This is an optimization exercise on Yosys and OpenROAD, whose aim is small area, a short achievable clock period and few clock cycles per item, not a production implementation. RTL that was checked went through simulation tests only; none was proved equivalent to the original. For run 2, only the layout was checked, not whether the RTL still works.

==> design/flow/design.v <==
module chunk_inner_loop(
	input logic [511:0] chunk, output logic [255:0] hash,
	input logic valid, reset, clk,
	output logic ready
);
localparam [1:0] IDLE = 2'd0, PREP = 2'd1, ROUND = 2'd2;
logic [1:0]  state;
logic [5:0]  n;               
logic [31:0] w [0:15];        
logic [31:0] a, b, c, d, e, f, g, h;
logic [31:0] hv [0:7];        
logic [31:0] da, de;          
function automatic [31:0] rotr(input [31:0] x, input integer s);
	rotr = (x >> s) | (x << (32 - s));
endfunction
function automatic [31:0] kconst(input [5:0] i);
	case (i)
		6'd0: kconst = 32'h428a2f98;  6'd1: kconst = 32'h71374491;  6'd2: kconst = 32'hb5c0fbcf;  6'd3: kconst = 32'he9b5dba5;
		6'd4: kconst = 32'h3956c25b;  6'd5: kconst = 32'h59f111f1;  6'd6: kconst = 32'h923f82a4;  6'd7: kconst = 32'hab1c5ed5;
		6'd8: kconst = 32'hd807aa98;  6'd9: kconst = 32'h12835b01;  6'd10: kconst = 32'h243185be; 6'd11: kconst = 32'h550c7dc3;
		6'd12: kconst = 32'h72be5d74; 6'd13: kconst = 32'h80deb1fe; 6'd14: kconst = 32'h9bdc06a7; 6'd15: kconst = 32'hc19bf174;
		6'd16: kconst = 32'he49b69c1; 6'd17: kconst = 32'hefbe4786; 6'd18: kconst = 32'h0fc19dc6; 6'd19: kconst = 32'h240ca1cc;
		6'd20: kconst = 32'h2de92c6f; 6'd21: kconst = 32'h4a7484aa; 6'd22: kconst = 32'h5cb0a9dc; 6'd23: kconst = 32'h76f988da;
		6'd24: kconst = 32'h983e5152; 6'd25: kconst = 32'ha831c66d; 6'd26: kconst = 32'hb00327c8; 6'd27: kconst = 32'hbf597fc7;
		6'd28: kconst = 32'hc6e00bf3; 6'd29: kconst = 32'hd5a79147; 6'd30: kconst = 32'h06ca6351; 6'd31: kconst = 32'h14292967;
		6'd32: kconst = 32'h27b70a85; 6'd33: kconst = 32'h2e1b2138; 6'd34: kconst = 32'h4d2c6dfc; 6'd35: kconst = 32'h53380d13;
		6'd36: kconst = 32'h650a7354; 6'd37: kconst = 32'h766a0abb; 6'd38: kconst = 32'h81c2c92e; 6'd39: kconst = 32'h92722c85;
		6'd40: kconst = 32'ha2bfe8a1; 6'd41: kconst = 32'ha81a664b; 6'd42: kconst = 32'hc24b8b70; 6'd43: kconst = 32'hc76c51a3;
		6'd44: kconst = 32'hd192e819; 6'd45: kconst = 32'hd6990624; 6'd46: kconst = 32'hf40e3585; 6'd47: kconst = 32'h106aa070;
		6'd48: kconst = 32'h19a4c116; 6'd49: kconst = 32'h1e376c08; 6'd50: kconst = 32'h2748774c; 6'd51: kconst = 32'h34b0bcb5;
		6'd52: kconst = 32'h391c0cb3; 6'd53: kconst = 32'h4ed8aa4a; 6'd54: kconst = 32'h5b9cca4f; 6'd55: kconst = 32'h682e6ff3;
		6'd56: kconst = 32'h748f82ee; 6'd57: kconst = 32'h78a5636f; 6'd58: kconst = 32'h84c87814; 6'd59: kconst = 32'h8cc70208;
		6'd60: kconst = 32'h90befffa; 6'd61: kconst = 32'ha4506ceb; 6'd62: kconst = 32'hbef9a3f7; default: kconst = 32'hc67178f2;
	endcase
endfunction
wire last = (state == ROUND) && (n == 6'd0);    
wire pre_last = (state == ROUND) && (n == 6'd63);  
wire [31:0] sig1 = rotr(e, 6) ^ rotr(e, 11) ^ rotr(e, 25);
wire [31:0] ch   = (e & f) ^ (~e & g);
wire [31:0] sig0 = rotr(a, 2) ^ rotr(a, 13) ^ rotr(a, 22);
wire [31:0] maj  = (a & b) ^ (a & c) ^ (b & c);
wire [31:0] a_new = da + sig1 + ch + sig0 + maj;
wire [31:0] e_new = de + sig1 + ch;
wire [31:0] kn   = kconst(n);
wire [31:0] hn   = (state == ROUND) ? g : h;
wire [31:0] dn   = (state == ROUND) ? c : d;
wire [31:0] wn   = (state == ROUND) ? w[1] : w[0];
wire [31:0] da_n = hn + kn + wn + (pre_last ? hv[0] : 32'd0);
wire [31:0] de_n = dn + hn + kn + wn + (pre_last ? hv[4] : 32'd0);
wire [31:0] s0w = rotr(w[1], 7) ^ rotr(w[1], 18) ^ (w[1] >> 3);
wire [31:0] s1w = rotr(w[14], 17) ^ rotr(w[14], 19) ^ (w[14] >> 10);
wire [31:0] w_new = w[0] + s0w + w[9] + s1w;
assign ready = (state == IDLE);
assign hash = {hv[0], hv[1], hv[2], hv[3], hv[4], hv[5], hv[6], hv[7]};
integer j;
always_ff @(posedge clk) begin
	if (state == IDLE) begin
		for (j = 0; j < 16; j++) w[j] <= chunk[511 - 32*j -: 32];
	end else if (state == ROUND) begin
		for (j = 0; j < 15; j++) w[j] <= w[j+1];
		w[15] <= w_new;
	end
	if (state == ROUND) begin
		a <= a_new; b <= a; c <= b; d <= c;
		e <= e_new; f <= e; g <= f; h <= g;
	end else if (state == IDLE) begin
		a <= hv[0]; b <= hv[1]; c <= hv[2]; d <= hv[3];
		e <= hv[4]; f <= hv[5]; g <= hv[6]; h <= hv[7];
	end
	da <= da_n;
	de <= de_n;
end
always_ff @(posedge clk) begin
	if (reset) begin
		state <= IDLE;
		n <= 6'd0;
		hv[0] <= 32'h6a09e667; hv[1] <= 32'hbb67ae85; hv[2] <= 32'h3c6ef372; hv[3] <= 32'ha54ff53a;
		hv[4] <= 32'h510e527f; hv[5] <= 32'h9b05688c; hv[6] <= 32'h1f83d9ab; hv[7] <= 32'h5be0cd19;
	end else begin
		case (state)
			IDLE: begin
				n <= 6'd0;
				if (valid) state <= PREP;
			end
			PREP: begin
				n <= 6'd1;
				state <= ROUND;
			end
			default: begin
				n <= n + 6'd1;
				if (last) begin
					state <= IDLE;
					hv[0] <= a_new;      hv[1] <= hv[1] + a; hv[2] <= hv[2] + b; hv[3] <= hv[3] + c;
					hv[4] <= e_new;      hv[5] <= hv[5] + e; hv[6] <= hv[6] + f; hv[7] <= hv[7] + g;
				end
			end
		endcase
	end
end
endmodule
==> design/flow/run.sh <==
#!/bin/bash
# synth_recipe.tcl (not shown) runs the flow's synth.tcl, then flattens the netlist and writes it again
# the make line also repeats each setting of config.mk as NAME=value (left out here)
make -C /OpenROAD-flow-scripts/flow DESIGN_CONFIG=/design/flow/config.mk WORK_HOME=/design/flow/orfs CLKGATE_MAP_FILE= SYNTH_SCRIPT=/design/flow/synth_recipe.tcl finish
==> design/flow/constraint.sdc <==
create_clock -name core_clock -period 12.0 [get_ports {clk}]
set_input_delay 2.4000 -clock core_clock [delete_from_list [all_inputs] [get_ports {clk}]]
set_output_delay 2.4000 -clock core_clock [all_outputs]
set_load 0.01 [all_outputs]
==> design/flow/config.mk <==
export PLATFORM = sky130hd
export DESIGN_NAME = chunk_inner_loop
export DESIGN_NICKNAME = chunk_inner_loop
export VERILOG_FILES = /design/flow/design.v
export SDC_FILE = /design/flow/constraint.sdc
export NUM_CORES = 4
export LEC_CHECK = 0
export CAP_MARGIN = 20
export CORE_MARGIN = 2
export CORE_UTILIZATION = 40
export SLEW_MARGIN = 20
==> results of run 1 <==
how the worst min path moves through the flow:
stage                     cells past startpoint  slack, ns                     end
after detailed placement                      2       0.50      w[2][29]$_DFFE_PP_
final                                         2       0.49     w[14][24]$_DFFE_PP_
after global routing                          2       0.53      w[10][3]$_DFFE_PP_
after global placement                        2       0.48  hv[5][30]$_SDFFE_PP0P_
after floorplan                               2       0.48        w[0][31]$_DFF_P_
after CTS                                     2       0.49     w[14][24]$_DFFE_PP_
state kept, by name, summed over array words and instances, names as in the netlist:
signal and cells:
state 2, hv 256, da 32, w 512, h 32, d 32, kn 32, f 32
de 32, a 32, n 6, g 32, c 32, b 32, e 32
metal layers:
layer | wire (µm) | track usage, % | vias to the layer above
li1 | - | - | 29600
met1 | 118000 | 37.1 | 30800
met2 | 152000 | 55.0 | 2183
met3 | 18500 | 5.74 | 539
met4 | 15500 | 14.6 | 54
met5 | 350 | 0 | -
cells by family after synthesis:
group | share of synthesized area (%)
buffers and inverters | 5.45
muxes | 0.984
xor gates and xnor gates | 6.15
DFF | 40.1
AOI/OAI and AO/OA | 13.3
adders and majority gates | 15.7
and+or+nand+nor | 18.3
layout make-up:
type,instances,area [µm²],share of cell area (%)
multi-input combinational,6255,40900,45.7
inverter,668,2520,2.82
timing repair buffer,844,8350,9.34
clock inverter,74,870,0.972
antenna,19,47.5,0.0531
clock buffer,184,3790,4.24
tap,2480,3100,3.47
sequential,1128,30000,33.5
worst reg2reg max path, cell delays in order, from the launching register on:
cell and delay (ns):
dfxtp_1 0.63, nor2b_4 0.62, buf_4 0.80, nand3_1 0.35, nor2_4 0.13, buf_4 0.57
and2_1 0.34, fa_1 0.40, ha_1 0.38, nand3_1 0.17, o221ai_1 0.40, a21oi_1 0.16
o31ai_2 0.54, a41oi_1 0.32, o21ai_1 0.27, a21o_1 0.16, a21oi_1 0.07, xnor2_1 0.13
stage by stage:
| step | TNS (ns) | setup slack [ns] | hold slack [ns] | util, % |
|---|---|---|---|---|
| final | 0 | 5.47 | 0.491 | 48.3 |
| after global routing | 0 | 5.07 | 0.529 | 48.3 |
| after CTS | 0 | 5.52 | 0.490 | 48.2 |
| after detailed placement | 0 | 5.42 | 0.499 | 45.7 |
| after global placement | 0 | 5.27 | 0.482 | 45.7 |
| after floorplan | -122.36 | -2.88 | 0.481 | - |
cells in the mapped netlist, drive strengths merged (132+ instances only):
cell	number	share of area, %
xnor2	371	4.4
dfxtp	392	11
nor2	328	1.7
xor2	153	1.8
inv	666	3.4
clkbuf	375	1.9
nand2	2514	13
fa	346	9.3
edfxtp	736	30
a21o	132	1.3
ha	360	6.0
o21ai	378	2.5
a21oi	518	3.5
==> results.cfg, run 1 <==
[worst_hold_path]
hold_class = reg -> reg
worstHoldStart = w[15][24]$_DFFE_PP_

[synthesis]
yosysWarnings = 3
syn_area_um2 = 74600
synth_cells = 8465
ys_async_sr_fraction_pct = 0
ys_seq_area_share_pct = 40.1
synth_ff_type = edfxtp_1
ys_ff_latch = 1128
postSynthAreaPerCell_um2 = 8.81
synth-edff-count = 736
synth_cell_type_count = 91
syn_nets = 9686

[worst_setup_path]
setup.worst_path.class = reg -> reg
cp.arrival_ns = 7.24
r2r-start = state[1]$_SDFFE_PP0P_
cpPeakStageDelay_ns = 0.80
setup.worst_path.end = da[30]$_DFF_P_
reg2reg_depth = 17
worst-path-buf-inv = 2
crit_path_cell_trace = nor2b_4, buf_4, nand3_1, nor2_4, buf_4, and2_1, fa_1, ha_1, nand3_1, o221ai_1, a21oi_1, o31ai_2, a41oi_1, o21ai_1, a21o_1, a21oi_1, xnor2_1
cp_max_fo = 80
r2r_slack_ns = 5.47
critPathLaunch = state[1]$_SDFFE_PP0P_
cp_top_family = compound AO/OA/AOI/OAI gates
cp_slowest_cell = buf_4
start_kind = register
r2r_end = da[30]$_DFF_P_
required_ns = 12.71
cp.depth = 17
setup.worst_path.end_class = register

[sta]
min_period_ns = 6.53
tightest_slew_ns = 1.35
min_period_over_period_pct = 54.4
final_max_slew_viol_count = 0
setup_viol = 0
grt_setup_unrepaired = false
slew_headroom_pct = 9.68
finClkSkew_ns = 0.0270
finalHoldViolCount = 0
fmax_mhz = 153

[clock_tree]
cts_root_buf = clkbuf_16
cts_resized = 0
clockBufferDepth = 3
cts_sinks = 1128
cts_setup_buffers = 0
clock_latency_ns = 0.82
htreeDepth = 4
cts_tree = built
ctsHoldBuffers = 0
cts_buffers = 141
cts.clk_slew.worst_paths_ns = 0.06

[global_routing]
grt_usage_pct = 31.4
grt_overflow_total = 0
grt_pass1_vias = 62200
grt_pass1_wl_um = 436000
grt_max_degree = 217
antenna_found_initial = 58

[route]
drtIter0Drc = 5488
viasPerCell = 5.42
firstDrtPassIters = 6
ant_nets = 0
vias = 63100
drc_errors = 0
wirelength_um = 305000
wl_per_cell_um = 26.2

[final_layout]
final_common_cell = nand2_1
fin_nets = 10300
drive_gt1_share_pct = 4.10
syn2layout_area_growth_pct = 19.9
finalNonFillerCells = 11700
layout_common_cells = nand2_1, clkdlybuf4s50_1, edfxtp_1
fin_area_um2 = 89500
fill_cells = 18000

[floorplanning]
num_io_pins = 772
row_count = 158
fp.coreArea_um2 = 185000
die_w_um = 436
fp.dieH_um = 436
die_area_um2 = 190000
initial_core_util_pct = 40.2

[placed_design]
place.gp.congestion = 0.982
post_dp_cell_area_um2 = 84800
dp.cells = 11400
hpwlAfterDp_um = 239000
numPortBuffers = 771

[job]
maxCapViolations = 0

[status]
outcome = timing/DRC/antenna clean

[power]
Testbench counts, summed over its fixed seeds: cycles 12,680, items 192.
==> run 2: changes to the inputs <==
--- a/design/flow/design.v
+++ b/design/flow/design.v
@@ -33,8 +33,10 @@
 		6'd60: kconst = 32'h90befffa; 6'd61: kconst = 32'ha4506ceb; 6'd62: kconst = 32'hbef9a3f7; default: kconst = 32'hc67178f2;
 	endcase
 endfunction
-wire last = (state == ROUND) && (n == 6'd0);    
-wire pre_last = (state == ROUND) && (n == 6'd63);  
+wire rnd = (state == ROUND);
+wire last = rnd && (n == 6'd0);       
+wire pre_last = rnd && (n == 6'd63);  
+wire fin = rnd && (n == 6'd62 || n == 6'd63 || n == 6'd0);  
 wire [31:0] sig1 = rotr(e, 6) ^ rotr(e, 11) ^ rotr(e, 25);
 wire [31:0] ch   = (e & f) ^ (~e & g);
 wire [31:0] sig0 = rotr(a, 2) ^ rotr(a, 13) ^ rotr(a, 22);
@@ -42,28 +44,29 @@
 wire [31:0] a_new = da + sig1 + ch + sig0 + maj;
 wire [31:0] e_new = de + sig1 + ch;
 wire [31:0] kn   = kconst(n);
-wire [31:0] hn   = (state == ROUND) ? g : h;
-wire [31:0] dn   = (state == ROUND) ? c : d;
-wire [31:0] wn   = (state == ROUND) ? w[1] : w[0];
-wire [31:0] da_n = hn + kn + wn + (pre_last ? hv[0] : 32'd0);
-wire [31:0] de_n = dn + hn + kn + wn + (pre_last ? hv[4] : 32'd0);
+wire [31:0] hn   = rnd ? g : h;
+wire [31:0] dn   = rnd ? c : d;
+wire [31:0] da_n = hn + kn + w[0] + (pre_last ? hv[0] : 32'd0);
+wire [31:0] de_n = dn + hn + kn + w[0] + (pre_last ? hv[4] : 32'd0);
 wire [31:0] s0w = rotr(w[1], 7) ^ rotr(w[1], 18) ^ (w[1] >> 3);
 wire [31:0] s1w = rotr(w[14], 17) ^ rotr(w[14], 19) ^ (w[14] >> 10);
 wire [31:0] w_new = w[0] + s0w + w[9] + s1w;
+wire [31:0] fa_sum = hv[3] + a;
+wire [31:0] fe_sum = hv[7] + e;
 assign ready = (state == IDLE);
 assign hash = {hv[0], hv[1], hv[2], hv[3], hv[4], hv[5], hv[6], hv[7]};
 integer j;
 always_ff @(posedge clk) begin
 	if (state == IDLE) begin
 		for (j = 0; j < 16; j++) w[j] <= chunk[511 - 32*j -: 32];
-	end else if (state == ROUND) begin
+	end else begin
 		for (j = 0; j < 15; j++) w[j] <= w[j+1];
 		w[15] <= w_new;
 	end
-	if (state == ROUND) begin
+	if (rnd) begin
 		a <= a_new; b <= a; c <= b; d <= c;
 		e <= e_new; f <= e; g <= f; h <= g;
-	end else if (state == IDLE) begin
+	end else begin
 		a <= hv[0]; b <= hv[1]; c <= hv[2]; d <= hv[3];
 		e <= hv[4]; f <= hv[5]; g <= hv[6]; h <= hv[7];
 	end
@@ -90,8 +93,12 @@
 				n <= n + 6'd1;
 				if (last) begin
 					state <= IDLE;
-					hv[0] <= a_new;      hv[1] <= hv[1] + a; hv[2] <= hv[2] + b; hv[3] <= hv[3] + c;
-					hv[4] <= e_new;      hv[5] <= hv[5] + e; hv[6] <= hv[6] + f; hv[7] <= hv[7] + g;
+					hv[0] <= a_new;
+					hv[4] <= e_new;
+				end
+				if (fin) begin
+					hv[1] <= fa_sum; hv[2] <= hv[1]; hv[3] <= hv[2];
+					hv[5] <= fe_sum; hv[6] <= hv[5]; hv[7] <= hv[6];
 				end
 			end
 		endcase
==> results.cfg, run 2 <==
[status]
outcome = timing/DRC/antenna clean

[global_routing]
grt_overflow_total = 0
grt_usage_pct = 33.8
grt_pass1_vias = 54300
grt_max_degree = 186
grt_pass1_wl_um = 384000
antenna_found_initial = 22

[worst_setup_path]
cp_top_family = compound AO/OA/AOI/OAI gates
setup.worst_path.end_class = register
start_kind = register
worst-path-buf-inv = 3
r2r_end = de[30]$_DFF_P_
r2r-start = state[0]$_SDFFE_PP0P_
crit_path_cell_trace = nand2b_4, buf_4, nand2_1, nand2_1, fa_1, fa_1, inv_1, fa_1, inv_1, ha_1, o21ai_0, a21oi_1, o211ai_1, a221oi_1, nand3_1, a31oi_1, o211a_1, o21a_1, o21a_1, o311ai_1
cpPeakStageDelay_ns = 0.81
cp_max_fo = 92
cp.arrival_ns = 7.07
r2r_slack_ns = 5.57
reg2reg_depth = 20
crit_top_cell = fa_1
required_ns = 12.64
cp_slowest_cell = buf_4
setup.worst_path.class = reg -> reg

[final_layout]
largest_register_ffs = 512
final_common_cell = nand2_1
drive_gt1_share_pct = 3.67
fin_nets = 9378
top_regs = w: 512 flops, hv: 256 flops
layout_common_cells = nand2_1, dfxtp_1, clkdlybuf4s50_1
syn2layout_area_growth_pct = 22.7
fin_area_um2 = 75200
fill_cells = 15000
top_register = w

[sta]
tightest_slew_ns = 1.26
final_max_slew_viol_count = 0
finClkSkew_ns = 0.0377
fmax_mhz = 156
min_period_ns = 6.43
grt_setup_unrepaired = false
min_period_over_period_pct = 53.6
setup_viol = 0
slew_headroom_pct = 15.4
fin_setup_tns_ns = 0
finalHoldViolCount = 0

[job]
maxCapViolations = 0

[synthesis]
yosysWarnings = 3
synth_area_leaders = dfxtp_1, nand2_1, fa_1
synth.top_cells.by_count = nand2_1, dfxtp_1, inv_1, clkbuf_1, a21oi_1
yosysMostFrequentCell = nand2_1
ys_ff_latch = 1128
synth_ff_type = dfxtp_1
syn_area_um2 = 61300
yosys.area.top_type_share_pct = 36.8
synth_cell_type_count = 90
ys_async_sr_fraction_pct = 0
postSynthAreaPerCell_um2 = 7.91
syn_nets = 8839
synth_cells = 7745
synth-edff-count = 0
yosysTopAreaCell = dfxtp_1
ys_seq_area_share_pct = 36.8

[placed_design]
numPortBuffers = 771
place.gp.congestion = 1.06
hpwlAfterDp_um = 215000
post_dp_cell_area_um2 = 70500

[floorplanning]
num_io_pins = 772
die_area_um2 = 156000
fp.coreArea_um2 = 152000
fp.dieH_um = 395
row_count = 143
initial_core_util_pct = 40.3
die_w_um = 395

[clock_tree]
clock_latency_ns = 0.78
cts_setup_buffers = 0
htreeDepth = 4
cts_buffers = 134
cts_sinks = 1128
ctsHoldBuffers = 0
clockBufferDepth = 3
cts_tree = built
cts_root_buf = clkbuf_16
cts_resized = 0
cts.clk_slew.worst_paths_ns = 0.06

[worst_hold_path]
worstHoldStart = w[6][30]$_DFF_P_
holdPathEnd = w[5][30]$_DFF_P_
hold_depth = 2
hold_class = reg -> reg

[route]
vias = 54900
viasPerCell = 5.27
ant_nets = 0
wl_per_cell_um = 25.9
drc_errors = 0
wirelength_um = 270000
firstDrtPassIters = 10
drtIter0Drc = 4945
-- run 2: changes by cell type in the layout (fill, tap and decap cells not counted), moves of 36 or more --
cell | before | now
nand2_1 | 2509 | 2717
ha_1 | 354 | 237
o211ai_1 | 113 | 62
inv_1 | 661 | 618
xor2_1 | 153 | 117
nor2_1 | 324 | 234
a21oi_1 | 508 | 362
edfxtp_1 | 736 | 0
a21o_1 | 130 | 87
xnor2_1 | 371 | 331
nand3_1 | 84 | 151
o21ai_0 | 360 | 285
dfxtp_1 | 391 | 1128
-- run 2: per-layer routing --
layer,vias up,track usage (%),wire (µm)
met2,2444,56.4,127000
met5,-,0,169
met3,630,7.83,21600
met4,26,18.7,17500
met1,26200,39.9,103000
li1,25700,-,-
-- run 2: final cells by class --
| type | instances | area (µm²) | share of cell area [%] |
|---|---|---|---|
| multi-input cells | 5584 | 34900 | 46.4 |
| flip-flops and latches | 1128 | 22600 | 30.0 |
| repair buffers | 813 | 8100 | 10.8 |
| clock buffers | 191 | 3930 | 5.23 |
| well taps | 2030 | 2540 | 3.38 |
| inverters | 623 | 2350 | 3.12 |
| clock inverters | 52 | 771 | 1.02 |
| diodes | 4 | 10.0 | 0.0133 |
-- run 2: how the worst max path moves through the flow --
stage / from / slack (ns) / endpoint / depth (start not counted)
finish: state[0]$_SDFFE_PP0P_ / 5.57 / de[30]$_DFF_P_ / 20
global route: state[0]$_SDFFE_PP0P_ / 5.30 / de[30]$_DFF_P_ / 20
CTS: state[0]$_SDFFE_PP0P_ / 5.76 / de[30]$_DFF_P_ / 20
detailed placement: state[0]$_SDFFE_PP0P_ / 5.79 / de[30]$_DFF_P_ / 20
global placement: state[0]$_SDFFE_PP0P_ / 5.76 / de[30]$_DFF_P_ / 20
floorplan: state[0]$_SDFFE_PP0P_ / 6.65 / de[25]$_DFF_P_ / 23
-- run 2: kinds of logic after synthesis --
| logic type | share of synthesized area [%] |
|---|---|
| XOR/XNOR | 6.44 |
| adder cells (fa/ha/maj) | 16.5 |
| buffers and inverters | 6.33 |
| AO/OA/AOI/OAI | 11.1 |
| AND/OR/NAND/NOR | 22.2 |
| multiplexers | 0.653 |
| flip-flops | 36.8 |
-- run 2: worst reg2reg max path, stage by stage, from the launching register on --
cell and delay, ns:
dfxtp_1 0.42, nand2b_4 0.59, buf_4 0.88, nand2_1 0.25, nand2_1 0.14, fa_1 0.45, fa_1 0.49, inv_1 0.05
fa_1 0.47, inv_1 0.04, ha_1 0.31, o21ai_0 0.13, a21oi_1 0.22, o211ai_1 0.17, a221oi_1 0.54, nand3_1 0.18
a31oi_1 0.37, o211a_1 0.22, o21a_1 0.15, o21a_1 0.14, o311ai_1 0.10
-- run 2: through the flow --
stage | cells | setup slack, ns | utilization (%) | hold WS, ns
global route | 10400 | 5.30 | 49.5 | 0.425
global placement | 10200 | 5.76 | 46.3 | 0.403
detailed placement | 10200 | 5.79 | 46.4 | 0.405
floorplan | 7745 | 6.65 | - | 0.399
CTS | 10400 | 5.76 | 49.4 | 0.410
finish | 10400 | 5.57 | 49.5 | 0.412

-- re-timing with driven ports --
Ports are ideal in the flow. The routed layouts listed here were re-timed in OpenROAD.
Step 1 assumes that a clkbuf_16 drives the clock port and a buf_2 every other input.
Step 2 times the ports against the registers' clock, not the clock port: input delays grow and output delays shrink by t, the midpoint of the rising clock arrivals with the driver on.
Slacks: ideal / step 1 / step 2; pairs: ideal / step 1.
run | t (ns) | setup slack, ns | worst data-port slew with drivers (ns)
run 1 | 0.899 | 5.469 / 5.469 / 5.310 | 0.21
run 2 | 0.851 | 5.573 / 5.573 / 5.573 | 0.15
After both steps setup and hold are still met in every run listed. The setup slack of run 1, which loses most, moves by 0.000 ns with the drivers and by -0.159 ns with both steps.
